Context: an optimization exercise on an open-source flow, tuned for small area. The choices shown serve that exercise and are no tape-out recipe.
The RTL was checked by simulation tests, not by an equivalence proof against the original design.
Power and IR drop assume default switching activity.

### design/flow/design.v
module perceptron (
	input wire rst_n,
	input wire clk,
	input wire signed [fp_width-1:0] IN1,
	input wire signed [fp_width-1:0] IN2,
	input wire signed [fp_width-1:0] weight1_new,
	input wire signed [fp_width-1:0] weight2_new,
	input wire weight1_ld,
	input wire weight2_ld,
	output reg signed [fp_width-1:0] weight1,
	output reg signed [fp_width-1:0] weight2,
	output wire [fp_width-1:0] result
);
    parameter fp_integer_width = 4;
    parameter fp_fract_width = 12;
    localparam fp_width = fp_integer_width + fp_fract_width;
	wire signed [fp_width*2-1:0] weighted_in1;
	wire signed [fp_width*2-1:0] weighted_in2;
	wire signed [fp_width-1:0] weighted_sum;
	always @(posedge clk, negedge rst_n) begin
		if (!rst_n) begin
			weight1 <= 0;
			weight2 <= 0;
		end else begin
			if (weight1_ld) begin
				weight1 <= weight1_new;
			end 
			if (weight2_ld) begin
				weight2 <= weight2_new;
			end
		end
	end
	assign weighted_in1 = (IN1 * weight1 ) >> fp_fract_width;
	assign weighted_in2 = (IN2 * weight2 ) >> fp_fract_width;
	assign weighted_sum = (weighted_in1[fp_width-1:0]) + (weighted_in2[fp_width-1:0]);
    assign result = weighted_sum;
endmodule
module comm_controller (
    input wire rst_n,
    input wire clk,
	input wire [7:0] rx_byte,
	input wire byte_ready,
	input wire uart_busy,
	input wire [15:0] weight1,
	input wire [15:0] weight2,
	input wire [15:0] result,
	output reg [7:0]  uart_byte,
	output wire [15:0] weight1_new,
	output wire [15:0] weight2_new,
	output wire [15:0] data_in1,
	output wire [15:0] data_in2,
    output wire [4:0] controller_state,
	output reg uart_send,
	output reg uart_clear,
	output reg weight_write,
	output reg input_write
);
    parameter clock_frequency	= 12000000;
    parameter uart_baud_rate	= 9600;
    localparam integer 
        OP_READ 				= 5,
        OP_WRITE_WEIGHTS		= 50,
        OP_WRITE_INPUTS			= 51,
        OP_READ_RESPONSE		= 100,
        OP_WRITE_RESPONSE_OK 	= 101,
        OP_WRITE_RESPONSE_ERR	= 102;
    localparam integer
        WAIT_COMM_st	= 0,
        INIT_RECV_st	= 1,
        INIT_SEND_st	= 2,
        WAIT_BYTE_st	= 3,
        REG_BYTE_st		= 4,
        SEND_OK_W_st	= 5,
        SEND_OK_IN_st	= 6,
        KEEP_OK_st		= 7,
        SEND_BYTE_st	= 8,
        NEXT_VALUE_st	= 9,
        WAIT_UART_st	= 10;
    reg [4:0] state, next_state;
    reg [4:0] byte_cnt, byte_cnt_val;
    reg byte_cnt_ld;
    reg byte_cnt_en;
    reg [7:0] operation;
    reg operation_ld;
    reg [7:0] data_buffer[3:0];
    reg data_buffer_ld;
    wire [7:0] curr_data[6:0];
    assign controller_state = state; 
    assign curr_data[6] = OP_READ_RESPONSE;
    assign curr_data[5] = weight1[15:8];
    assign curr_data[4] = weight1[7:0];
    assign curr_data[3] = weight2[15:8];
    assign curr_data[2] = weight2[7:0];
    assign curr_data[1] = result[15:8];
    assign curr_data[0] = result[7:0];
    assign weight1_new = {data_buffer[3], data_buffer[2]};
    assign weight2_new = {data_buffer[1], data_buffer[0]};
    assign data_in1 = {data_buffer[3], data_buffer[2]};
    assign data_in2 = {data_buffer[1], data_buffer[0]};
    always @(posedge clk, negedge rst_n) begin
        if (!rst_n) begin
            state <= WAIT_COMM_st;
        end else begin
            state <= next_state;
        end
    end
    always @(posedge clk, negedge rst_n) begin
        if (!rst_n) begin
            byte_cnt <= 0;
        end else if (byte_cnt_ld) begin
            byte_cnt <= byte_cnt_val;
        end else if (byte_cnt_en) begin
            byte_cnt <= byte_cnt - 1;
        end
    end
    always @(posedge clk, negedge rst_n) begin
        if (!rst_n) begin
            operation <= 0;
        end else if (operation_ld) begin
            operation <= rx_byte;
        end
    end
    always @(posedge clk, negedge rst_n) begin
        if (!rst_n) begin
            data_buffer[0] <= 0;
            data_buffer[1] <= 0;
            data_buffer[2] <= 0;
            data_buffer[3] <= 0;
        end else if (data_buffer_ld) begin
            data_buffer[byte_cnt] <= rx_byte;
        end
    end
    always @(*) begin
        next_state = state;
        case (state)
            WAIT_COMM_st:
                if (byte_ready) begin
                    if (rx_byte == OP_WRITE_WEIGHTS || rx_byte == OP_WRITE_INPUTS) begin
                        next_state = INIT_RECV_st;
                    end else if (rx_byte == OP_READ) begin
                        next_state = INIT_SEND_st;
                    end
                end
            INIT_RECV_st:
                next_state = WAIT_BYTE_st;
            INIT_SEND_st:
                next_state = SEND_BYTE_st;
            WAIT_BYTE_st:
                if (byte_ready) begin
                    next_state = REG_BYTE_st;
                end
            REG_BYTE_st:
                if (byte_cnt > 0) begin
                    next_state = WAIT_BYTE_st;
                end else if (byte_cnt == 0) begin
                    if (operation == OP_WRITE_INPUTS) begin
                        next_state = SEND_OK_IN_st;
                    end else begin
                        next_state = SEND_OK_W_st;
                    end
                end
            SEND_OK_W_st:
                next_state = KEEP_OK_st;
            SEND_OK_IN_st:
                next_state = KEEP_OK_st;
            KEEP_OK_st:
                next_state = WAIT_COMM_st;
            SEND_BYTE_st:
                next_state = NEXT_VALUE_st;
            NEXT_VALUE_st:
                if (byte_cnt > 0) begin
                    next_state = WAIT_UART_st;
                end else if (byte_cnt == 0) begin
                    next_state = WAIT_COMM_st;
                end
            WAIT_UART_st:
                if (!uart_busy) begin
                    next_state = SEND_BYTE_st;
                end
        endcase
    end
    always @(*) begin
        byte_cnt_val = 0;
        byte_cnt_ld = 0;
        byte_cnt_en = 0;
        data_buffer_ld = 0;
        operation_ld = 0;
        uart_byte = 0;
        uart_send = 0;
        uart_clear = 0;
        weight_write = 0;
        input_write = 0;
        case (state)
            INIT_RECV_st: begin
                uart_clear = 1;
                operation_ld = 1;
                byte_cnt_val = 3;
                byte_cnt_ld = 1;
            end
            INIT_SEND_st: begin
                uart_clear = 1;
                operation_ld = 1;
                byte_cnt_val = 6;
                byte_cnt_ld = 1;
            end
            REG_BYTE_st: begin
                uart_clear = 1;
                byte_cnt_en = 1;
                data_buffer_ld = 1;
            end
            SEND_OK_W_st: begin
                weight_write = 1;
                uart_byte = OP_WRITE_RESPONSE_OK;
                uart_send = 1;
            end
            SEND_OK_IN_st: begin
                input_write = 1;
                uart_byte = OP_WRITE_RESPONSE_OK;
                uart_send = 1;
            end
            KEEP_OK_st: begin
                uart_byte = OP_WRITE_RESPONSE_OK;
                uart_send = 1;
            end
            SEND_BYTE_st: begin
                uart_byte = curr_data[byte_cnt]; 
                uart_send = 1;
            end
            NEXT_VALUE_st: begin
                byte_cnt_en = 1;
                uart_byte = curr_data[byte_cnt]; 
                uart_send = 1;
            end
        endcase
end
endmodule
module uart_rx (
    input wire rst_n,
    input wire clk,
    input wire rx,
    input wire clear,
    output reg [7:0] data,   
    output reg busy,
    output reg error,
    output reg new_value
);
parameter  clock_frequency        = 12000000;
parameter  baud_rate              = 9600;
localparam clock_cycles_per_pulse = clock_frequency / baud_rate;
localparam integer 
    WAIT_START_st   = 3'd0,
    INIT_SYNC_START_st  = 3'd1,
    WAIT_SYNC_START_st  = 3'd2,
    INIT_SYNC_st      = 3'd3,
    WAIT_SYNC_st    = 3'd4,
    FETCH_BIT_st    = 3'd5,
    ERROR_st        = 3'd6,
    SUCCESS_st      = 3'd7;
reg [3:0] state, next_state;
reg data_ld;
reg rx_1, rx_synced;
reg [7:0] data_int, data_int_val;
reg data_int_ld;
reg error_set;
reg new_value_set;
reg [3:0] bit_cnt;
reg bit_cnt_ld, bit_cnt_en;
reg [15:0] sync_cnt, sync_cnt_val;
reg sync_cnt_ld, sync_cnt_en;
always @(posedge clk, negedge rst_n) begin
    if (!rst_n) begin
        state <= WAIT_START_st;
    end else begin
        state <= next_state;
    end
end
always @(posedge clk, negedge rst_n) begin
    if (!rst_n) begin
        rx_1 <= 1;
        rx_synced <= 1;
    end else begin
        rx_1 <= rx;
        rx_synced <= rx_1;
    end
end
always @(posedge clk, negedge rst_n) begin
    if (!rst_n) begin
        data <= 0;
        data_int <= 0;
    end else begin
        if (data_ld) begin
            data <= data_int;
        end
        if (data_int_ld) begin
            data_int[bit_cnt] <= rx_synced;
        end
    end
end
always @(posedge clk, negedge rst_n) begin
    if (!rst_n) begin
        error <= 0;
        new_value <= 0;
    end else begin
        if (clear) begin
            error <= 0;
            new_value <= 0;
        end
        if (new_value_set) begin 
            new_value <= 1;
        end
        if (error_set) begin 
            error <= 1;
        end
    end
end
always @(posedge clk, negedge rst_n) begin
    if (!rst_n) begin
        sync_cnt <= 0;
    end else if (sync_cnt_ld) begin
        sync_cnt <= sync_cnt_val;
    end else if (sync_cnt_en) begin
        sync_cnt <= sync_cnt - 1;
    end
end
always @(posedge clk, negedge rst_n) begin
    if (!rst_n) begin
        bit_cnt <= 0;
    end else if (bit_cnt_ld) begin
        bit_cnt <= 0;
    end else if (bit_cnt_en) begin
        bit_cnt <= bit_cnt + 1;
    end
end
always @(*) begin
    next_state = state;
    case (state)
        WAIT_START_st:
            if (!rx_synced) begin
                next_state = INIT_SYNC_START_st;
            end
        INIT_SYNC_START_st:
            next_state = WAIT_SYNC_START_st;
        WAIT_SYNC_START_st:
            if (sync_cnt == 0) begin
                if (rx_synced) begin
                    next_state = WAIT_START_st;
                end else begin
                    next_state = INIT_SYNC_st;
                end
            end
        INIT_SYNC_st:
            next_state = WAIT_SYNC_st;
        WAIT_SYNC_st:
            if (sync_cnt == 0) begin
                if (bit_cnt < 8) begin
                    next_state = FETCH_BIT_st;
                end else if (bit_cnt == 8 & !rx_synced) begin
                    next_state = ERROR_st;
                end else if (bit_cnt == 8 & rx_synced) begin
                    next_state = SUCCESS_st;
                end
            end
        FETCH_BIT_st:
            next_state = INIT_SYNC_st;
        ERROR_st:
            next_state = WAIT_START_st;
        SUCCESS_st:
            next_state = WAIT_START_st;
    endcase 
end
always @(*) begin
    busy = 1;
    data_ld = 0;
    data_int_ld = 0;
    error_set = 0;
    new_value_set = 0;
    bit_cnt_ld = 0;
    bit_cnt_en = 0;
    sync_cnt_val = 0;
    sync_cnt_ld = 0;
    sync_cnt_en = 0;
    case (state)
        WAIT_START_st: begin
            busy = 0;
        end
        INIT_SYNC_START_st: begin
            sync_cnt_val = clock_cycles_per_pulse/2;  
            sync_cnt_ld = 1;
            bit_cnt_ld = 1;
        end
        WAIT_SYNC_START_st: begin
            sync_cnt_en = 1;
        end
        INIT_SYNC_st: begin
            sync_cnt_val = clock_cycles_per_pulse;   
            sync_cnt_ld = 1;
        end
        WAIT_SYNC_st: begin
            sync_cnt_en = 1;
        end
        FETCH_BIT_st: begin
            bit_cnt_en = 1;
            data_int_ld = 1;
        end
        ERROR_st: begin
            error_set = 1;
        end
        SUCCESS_st: begin
            new_value_set = 1;
            data_ld = 1;
        end
    endcase 
end
endmodule
module uart_tx (
    input wire rst_n,
    input wire clk,
    input wire start,
    input wire [7:0] data,   
    output reg tx,
    output reg busy
);
parameter  clock_frequency        = 12000000;
parameter  baud_rate              = 9600;
localparam clock_cycles_per_pulse = clock_frequency / baud_rate;
localparam integer 
    IDLE_st         	= 3'd0,
	INIT_SEND_START_st 	= 3'd1,
	WAIT_SEND_START_st 	= 3'd2,
	INIT_SEND_BIT_st 	= 3'd3,
	WAIT_SEND_BIT_st 	= 3'd4,
	NEXT_BIT_st			= 3'd5,
	INIT_SEND_STOP_st	= 3'd6,
	WAIT_SEND_STOP_st	= 3'd7;
reg [2:0] state, next_state;
reg [15:0] sync_cnt;
reg sync_cnt_ld, sync_cnt_en;
reg [2:0] bit_cnt;
reg bit_cnt_ld, bit_cnt_en;
reg [7:0] input_data;
reg input_data_ld;
always @(posedge clk, negedge rst_n) begin
    if (!rst_n) begin
        state <= IDLE_st;
    end else begin
        state <= next_state;
    end
end
always @(posedge clk, negedge rst_n) begin
	if (!rst_n) begin
		input_data <= 0;
	end else if (input_data_ld) begin
		input_data <= data;
	end
end
always @(posedge clk, negedge rst_n) begin
    if (!rst_n) begin
        bit_cnt <= 0;
    end else if (bit_cnt_ld) begin
        bit_cnt <= 0;
    end else if (bit_cnt_en) begin
        bit_cnt <= bit_cnt + 1;
    end
end
always @(posedge clk, negedge rst_n) begin
    if (!rst_n) begin
        sync_cnt <= 0;
    end else if (sync_cnt_ld) begin
        sync_cnt <= clock_cycles_per_pulse;
    end else if (sync_cnt_en) begin
        sync_cnt <= sync_cnt - 1;
    end
end
always @(*) begin
    next_state = state;
    case (state)
	 	IDLE_st:
			if (start) begin
				next_state = INIT_SEND_START_st;
			end
		INIT_SEND_START_st:
			next_state = WAIT_SEND_START_st;
		WAIT_SEND_START_st:
			if (sync_cnt == 0) begin
				next_state = INIT_SEND_BIT_st;
			end
		INIT_SEND_BIT_st:
			next_state = WAIT_SEND_BIT_st;
		WAIT_SEND_BIT_st:
			if (sync_cnt == 0) begin
				if (bit_cnt < 7) begin
					next_state = NEXT_BIT_st;
				end else if (bit_cnt == 7) begin
					next_state = INIT_SEND_STOP_st;
				end
			end
		NEXT_BIT_st:
			next_state = INIT_SEND_BIT_st;
		INIT_SEND_STOP_st:
			next_state = WAIT_SEND_STOP_st;
		WAIT_SEND_STOP_st:
			if (sync_cnt == 0) begin
				next_state = IDLE_st;
			end
    endcase 
end
always @(*) begin
	tx = 1;
	busy = 1;
	sync_cnt_ld = 0;
	sync_cnt_en = 0;
	bit_cnt_ld = 0; 
	bit_cnt_en = 0;
	input_data_ld = 0;
    case (state)
	 	IDLE_st: begin
			busy = 0;
		end
		INIT_SEND_START_st: begin
			tx = 0;
			input_data_ld = 1;
			bit_cnt_ld = 1;
			sync_cnt_ld = 1;
		end
		WAIT_SEND_START_st: begin
			tx = 0;
			sync_cnt_en = 1;
		end
		INIT_SEND_BIT_st: begin
			tx = input_data[bit_cnt];
			sync_cnt_ld = 1;
		end
		WAIT_SEND_BIT_st: begin
			tx = input_data[bit_cnt];
			sync_cnt_en = 1;
		end
		INIT_SEND_STOP_st: begin
			tx = 1;
			sync_cnt_ld = 1;
		end
		WAIT_SEND_STOP_st: begin
			tx = 1;
			sync_cnt_en = 1;
		end
		NEXT_BIT_st: begin
            tx = input_data[bit_cnt];
			bit_cnt_en = 1;
		end
    endcase 
end
endmodule
module uart (
    input wire rst_n,
    input wire clk,
    input wire rx,
	output wire tx,
    input wire clear,
	input wire start_transmit,
    output wire tx_busy,
	output wire rx_busy,
    output wire error,
    output wire new_value,
	input wire [7:0] data_to_send,
    output wire [7:0] recvd_data
);
parameter  clock_frequency        = 12000000;
parameter  baud_rate              = 9600;
localparam clock_cycles_per_pulse = clock_frequency / baud_rate;
uart_rx #(
	.clock_frequency(clock_frequency),
	.baud_rate(baud_rate) 
) uart_rx(
	.rst_n(rst_n),
	.clk(clk),
	.rx(rx),
	.clear(clear),
	.data(recvd_data),
	.busy(rx_busy),
    .error(error),
    .new_value(new_value)
);
uart_tx #(
	.clock_frequency(clock_frequency),
	.baud_rate(baud_rate) 
) uart_tx(
	.rst_n(rst_n),
	.clk(clk),
	.start(start_transmit),
	.data(data_to_send),
	.tx(tx),
	.busy(tx_busy)
);
endmodule
module perceptron_top (
    input wire rst_n,
    input wire clk,
    output wire [4:0] cont_state,
    input wire rx,
	output wire tx
);
parameter fp_integer_width = 4;
parameter fp_fract_width = 12;
parameter clock_frequency	= 12000000;
parameter uart_baud_rate	= 9600;
localparam fp_width = fp_integer_width + fp_fract_width;
wire uart_clear;
wire uart_transmit;
wire [7:0] uart_data_to_send;
wire uart_tx_busy, uart_rx_busy, uart_error, uart_new_value;
wire [7:0] uart_received_data;
wire neur_IN_ld;
reg [fp_width-1:0] neur_IN1, neur_IN2;
wire [fp_width-1:0] neur_IN1_new, neur_IN2_new;
wire [fp_width-1:0] neur_weight1_new, neur_weight2_new;
wire neur_weight1_ld, neur_weight2_ld;
wire neur_weight_ld;
wire [fp_width-1:0] neur_weight1_curr, neur_weight2_curr;
wire [fp_width-1:0] neur_result;
wire [15:0] cont_IN1, cont_IN2_int;
wire [15:0] cont_IN1_new, cont_IN2_new;
wire [15:0] cont_weight1_new, cont_weight2_new;
wire [15:0] cont_weight1_curr, cont_weight2_curr;
wire [15:0] cont_result;
always @(posedge clk, negedge rst_n) begin
	if (!rst_n) begin
		neur_IN1 <= 0;
		neur_IN2 <= 0;
	end else if (neur_IN_ld) begin
		neur_IN1 <= neur_IN1_new;
		neur_IN2 <= neur_IN2_new;		
	end
end
perceptron #(
    .fp_integer_width(fp_integer_width),
    .fp_fract_width(fp_fract_width)
    ) perceptron (
	.rst_n(rst_n),
	.clk(clk),
	.IN1(neur_IN1),
	.IN2(neur_IN2),
	.weight1_new(neur_weight1_new),
	.weight2_new(neur_weight2_new),
	.weight1_ld(neur_weight1_ld),
	.weight2_ld(neur_weight2_ld),
	.weight1(neur_weight1_curr),
	.weight2(neur_weight2_curr),
    .result(neur_result)
);
uart #(
	.clock_frequency(clock_frequency),
	.baud_rate(uart_baud_rate)
) uart (
    .rst_n(rst_n),
    .clk(clk),
    .rx(rx),
	.tx(tx),
    .clear(uart_clear),
	.start_transmit(uart_transmit),
    .tx_busy(uart_tx_busy),
	.rx_busy(uart_rx_busy),
    .error(uart_error),
    .new_value(uart_new_value),
	.data_to_send(uart_data_to_send),
    .recvd_data(uart_received_data)
);
assign cont_weight1_curr = {{(16-fp_width){1'b0}}, neur_weight1_curr};
assign cont_weight2_curr = {{(16-fp_width){1'b0}}, neur_weight2_curr};
assign cont_result = {{(16-fp_width){1'b0}}, neur_result};
comm_controller comm_controller (
    .rst_n(rst_n),
    .clk(clk),
	.rx_byte(uart_received_data),
	.byte_ready(uart_new_value),
	.uart_busy(uart_rx_busy | uart_tx_busy),
	.weight1(cont_weight1_curr),
	.weight2(cont_weight2_curr),
	.result(cont_result),
	.uart_byte(uart_data_to_send),
	.weight1_new(cont_weight1_new),
	.weight2_new(cont_weight2_new),
	.data_in1(cont_IN1_new),
	.data_in2(cont_IN2_new),
    .controller_state(cont_state),
	.uart_send(uart_transmit),
	.uart_clear(uart_clear),
	.weight_write(neur_weight_ld),
	.input_write(neur_IN_ld)
);
assign neur_IN1_new = cont_IN1_new[fp_width-1:0];
assign neur_IN2_new = cont_IN2_new[fp_width-1:0];
assign neur_weight1_new = cont_weight1_new[fp_width-1:0];
assign neur_weight2_new = cont_weight2_new[fp_width-1:0];
assign neur_weight1_ld = neur_weight_ld;
assign neur_weight2_ld = neur_weight_ld;
endmodule
module perceptron_uart (
    input  wire rst_n,
    input  wire clk,
    input  wire rx,
    output wire tx
);
perceptron_top #(
    .fp_integer_width(4),
    .fp_fract_width(12),
    .clock_frequency(12000000),
    .uart_baud_rate(9600)
) perceptron_top (
    .rst_n(rst_n),
    .clk(clk),
    .cont_state(),
    .rx(rx),
    .tx(tx)
);
endmodule
### design/flow/run.sh
#!/bin/bash
# synth_recipe.tcl (not shown) runs the flow's synth.tcl, then flattens the netlist and writes it again
# the make line also repeats each setting of config.mk as NAME=value (left out here)
make -C /OpenROAD-flow-scripts/flow DESIGN_CONFIG=/design/flow/config.mk WORK_HOME=/design/flow/orfs CLKGATE_MAP_FILE= SYNTH_SCRIPT=/design/flow/synth_recipe.tcl finish
### design/flow/config.mk
export PLATFORM = sky130hd
export DESIGN_NAME = perceptron_uart
export DESIGN_NICKNAME = perceptron_uart
export VERILOG_FILES = /design/flow/design.v
export SDC_FILE = /design/flow/constraint.sdc
export NUM_CORES = 4
export LEC_CHECK = 0
export CAP_MARGIN = 20
export CORE_MARGIN = 2
export CORE_UTILIZATION = 40
export SLEW_MARGIN = 20
### design/flow/constraint.sdc
create_clock -name core_clock -period 12.0 [get_ports {clk}]
set_input_delay 2.4000 -clock core_clock [delete_from_list [all_inputs] [get_ports {clk}]]
set_output_delay 2.4000 -clock core_clock [all_outputs]
set_load 0.01 [all_outputs]
==> impl_metrics.tcl <==
set metrics [dict create \
    ys_seq_area_share_pct 17.6 \
    period_share_pct 71.3 \
    synthesis.instances 2772 \
    place_worst_setup_slack_ns 3.43 \
    gr-usage-met3_pct 2.14 \
    root_buffer "sky130_fd_sc_hd__clkbuf_16" \
    critical_path.max_fanout 18 \
    power.density_cell_area_nw_per_um2 44.0 \
    grt_use_met1_pct 27.5 \
    synth_nets 3409 \
    initial_utilization_pct 40.3 \
    clk_path_buf_depth 2 \
    ffs_latches_synth 185 \
    synth_flop_cell "sky130_fd_sc_hd__dfrtp_1" \
    via_count_of_the_first_global_routing_pass 19900 \
    synth-edff-count 0 \
    post-cts-setup-buffers 0 \
    synthesis.yosys.warnings 6 \
    clock_sinks 185 \
    pin_count_of_the_biggest_net_entering_global_routing 78 \
    dieArea_um2 68000 \
    clkLatencyLatePin_ns 0.46 \
    cts-buffers-inserted 17 \
    critPathCaptureType "flop" \
    switchingPower_w 0.000278 \
    place_hpwl_um 51000 \
    worst_ep_required_time_ns 12.38 \
    timing.clock.skew_ns 0.0126 \
    num-nets-final 3327 \
    post_route_ant_nets 0 \
    max_ir_drop_vdd_mv 0.0925 \
    timing.reg2reg.setup_slack_ns 3.44 \
    fp.coreArea_um2 65500 \
    post_route_cells_drive_above_1_share_pct 6.99 \
    register_share_of_total_power_pct 51.0 \
    power.combinational.fraction_pct 1.1 \
    finalSetupViolations 0 \
    startpoint_type "flop" \
    async_flop_share_pct 100 \
    routabilityCongestion 0.873 \
    holdCritPathClass "flop to flop" \
    timing.critical_path.arrival_ns 8.94 \
    finalWorstPathRequiredPeriod_ns 8.56 \
    slew-limit-headroom_pct 31.7 \
    chip_height_um 261 \
    mostFrequentLayoutCell "sky130_fd_sc_hd__inv_1" \
    critical-path-max-stage-delay_ns 0.83 \
    route.detailed.drc 0 \
    outcome "timing/DRC/antenna clean" \
    cts_max_level 4 \
    tritoncts "done" \
    vias 18500 \
    path_common_cell "sky130_fd_sc_hd__fa_1" \
    rsz0062_at_grt "false" \
    final_count_of_pins_violating_max_slew 0 \
    critPathKind "flop to flop" \
    synth_area_per_cell_um2 9.52 \
    final.setup.worst_slack_ns 3.44 \
    num_antenna_cells 0 \
    grt.busiest_layer "met2" \
    cap_viol_max_count 0 \
    p_sw_share_pct 22.7 \
    global_route.overflow_total 0 \
    cellInternalPower_w 0.000945 \
    firstDrtPassIters 5 \
    worst-slew-pin-transition_ns 1.02 \
    io_buffer_count 3 \
    finalWirelength_um 64300 \
    postCtsResizedCells 0 \
    flow.area_growth_from_synthesis_pct 5.25 \
    final_cell_mix "sky130_fd_sc_hd__inv_1 (543), sky130_fd_sc_hd__fa_1 (457), sky130_fd_sc_hd__nand2_1 (315), sky130_fd_sc_hd__and2_1 (234), sky130_fd_sc_hd__dfrtp_1 (183)" \
    placement_rows 94 \
    worst-path-buf-inv 3 \
    grt_antenna_before_repair 0 \
    vias_per_cell 5.17 \
    horizontal_extent_of_the_die_um 261 \
    io-pin-count 4 \
    grt_first_pass_wirelength_um 107000 \
    setup-tns-final_ns 0 \
    syn_area_um2 26400 \
    cts-hold-fix-buffers 0 \
    critical_path.slowest_cell "sky130_fd_sc_hd__dfrtp_1" \
    hold_viol 0 \
    achievable-frequency_ghz 0.117 \
    grt_util_all_layers_pct 20.1 \
    synth.distinct_cells 76 \
    num-fill-cells 6323 \
    leakage_nw 13.8 \
    critical_path.top_delay_family "adder cells" \
    drt-wirelength-per-cell_um 18.0 \
    gr-usage-met2_pct 33.3 \
    cts.reportedPaths.clkPinSlew_ns 0.07 \
    power.share.clock_pct 47.9 \
    drt_first_iter_violations 1219 \
]
## worst paths after layout
kind | depth (start not counted) | start | to
max | 28 | perceptron_top.perceptron.weight2[1] | perceptron_top.uart.uart_tx.input_data[7]
max reg2reg | 28 | perceptron_top.perceptron.weight2[1] | perceptron_top.uart.uart_tx.input_data[7]
min | 0 | perceptron_top.uart.uart_rx.rx_1 | perceptron_top.uart.uart_rx.rx_synced
min reg2reg | 0 | perceptron_top.uart.uart_rx.rx_1 | perceptron_top.uart.uart_rx.rx_synced
max in group asynchronous | 3 | rst_n | perceptron_top.neur_IN2[4]
min in group asynchronous | 1 | rst_n | perceptron_top.uart.uart_tx.sync_cnt[8]
## layer usage
| metal | vias up | wire (um) |
|---|---|---|
| li1 | 8362 | - |
| met1 | 9535 | 28300 |
| met2 | 465 | 31000 |
| met3 | 90 | 3110 |
| met4 | 0 | 1850 |
| met5 | - | 0 |
## final cells by class
class | instances | area (um2) | area share [%]
clock buffer | 20 | 447 | 1.61
sequential | 185 | 4630 | 16.7
multi-input combinational | 1922 | 19300 | 69.3
clock inverter | 12 | 155 | 0.559
tap | 864 | 1080 | 3.89
timing repair buffer | 19 | 151 | 0.545
inverter | 545 | 2050 | 7.37
## state kept, by name (all words and copies together) (netlist names), 16 cells and up
signal                                      flops
perceptron_top.comm_controller.data_buffer     32
perceptron_top.neur_IN1                        16
perceptron_top.neur_IN2                        16
perceptron_top.perceptron.weight1              16
perceptron_top.perceptron.weight2              16
perceptron_top.uart.uart_rx.sync_cnt           16
perceptron_top.uart.uart_tx.sync_cnt           16
## cells in the mapped netlist (18+ instances only)
master / instances / area, um2
sky130_fd_sc_hd__o21ai_0: 84 / 420
sky130_fd_sc_hd__mux2_2: 115 / 1290
sky130_fd_sc_hd__nand2_1: 315 / 1180
sky130_fd_sc_hd__clkbuf_1: 111 / 417
sky130_fd_sc_hd__and2_1: 234 / 1460
sky130_fd_sc_hd__xnor2_1: 77 / 674
sky130_fd_sc_hd__inv_1: 543 / 2040
sky130_fd_sc_hd__nor2_1: 102 / 383
sky130_fd_sc_hd__nand3_1: 26 / 130
sky130_fd_sc_hd__a21oi_1: 58 / 290
sky130_fd_sc_hd__nor2b_1: 20 / 125
sky130_fd_sc_hd__nor3_1: 37 / 185
sky130_fd_sc_hd__ha_1: 177 / 2210
sky130_fd_sc_hd__xor2_1: 18 / 158
sky130_fd_sc_hd__dfrtp_1: 183 / 4580
sky130_fd_sc_hd__nand2b_1: 30 / 188
sky130_fd_sc_hd__fa_1: 457 / 9150
## logic make-up after synthesis
logic type | after synthesis | share of synthesized area, %
AO/OA/AOI/OAI | 247 | 5.90
XOR/XNOR | 96 | 3.24
adder cells (fa/ha/maj) | 634 | 43.1
buffers and inverters | 665 | 9.49
flip-flops | 185 | 17.6
multiplexers | 120 | 5.21
AND/OR/NAND/NOR | 825 | 15.5
## stage by stage
step | cell area [um2] | hold slack (ns) | total power, W | cells | util, %
after floorplan | 26400 | 0.345 | 0.000636 | 2772 | -
after global placement | 27200 | 0.346 | 0.000650 | 3535 | 41.5
after detailed placement | 27200 | 0.354 | 0.000650 | 3535 | 41.5
after CTS | 27800 | 0.364 | 0.00124 | 3567 | 42.4
after global routing | 27800 | 0.367 | 0.00127 | 3567 | 42.4
final | 27800 | 0.363 | 0.00122 | 3567 | 42.4
## power groups by stage
stage / Clock, W / Combinational [W] / Sequential (W)
global route: 0.000627 / 0.0000162 / 0.000624
floorplan: 0 / 0.000000323 / 0.000636
finish: 0.000585 / 0.0000135 / 0.000624
detailed placement: 0 / 0.0000144 / 0.000636
global placement: 0 / 0.0000140 / 0.000636
CTS: 0.000602 / 0.0000144 / 0.000624

afterwards: timing with drivers on the ports:
The flow's constraints put no driver on any port. The routed layout listed below was extracted and timed again, unchanged, in two steps. Step 1, drivers: a clkbuf_16 drives clk and a buf_2 each remaining input, both assumed. Step 2 moves the port delays by t, midway between the first and last clock arrival at a register: inputs arrive t later, outputs are due t later. That takes back most of the time a late clock gives input paths. a / b / c = ideal / step 1 / step 2; a / b = the first two.
shift t [ns]: 0.500
setup WS [ns]: 3.439 / 3.439 / 3.439
worst setup path at the end: register to register
After both steps this run still meets setup and hold. The setup slack of this run moves by 0.000 ns with the drivers and by 0.000 ns with both steps.
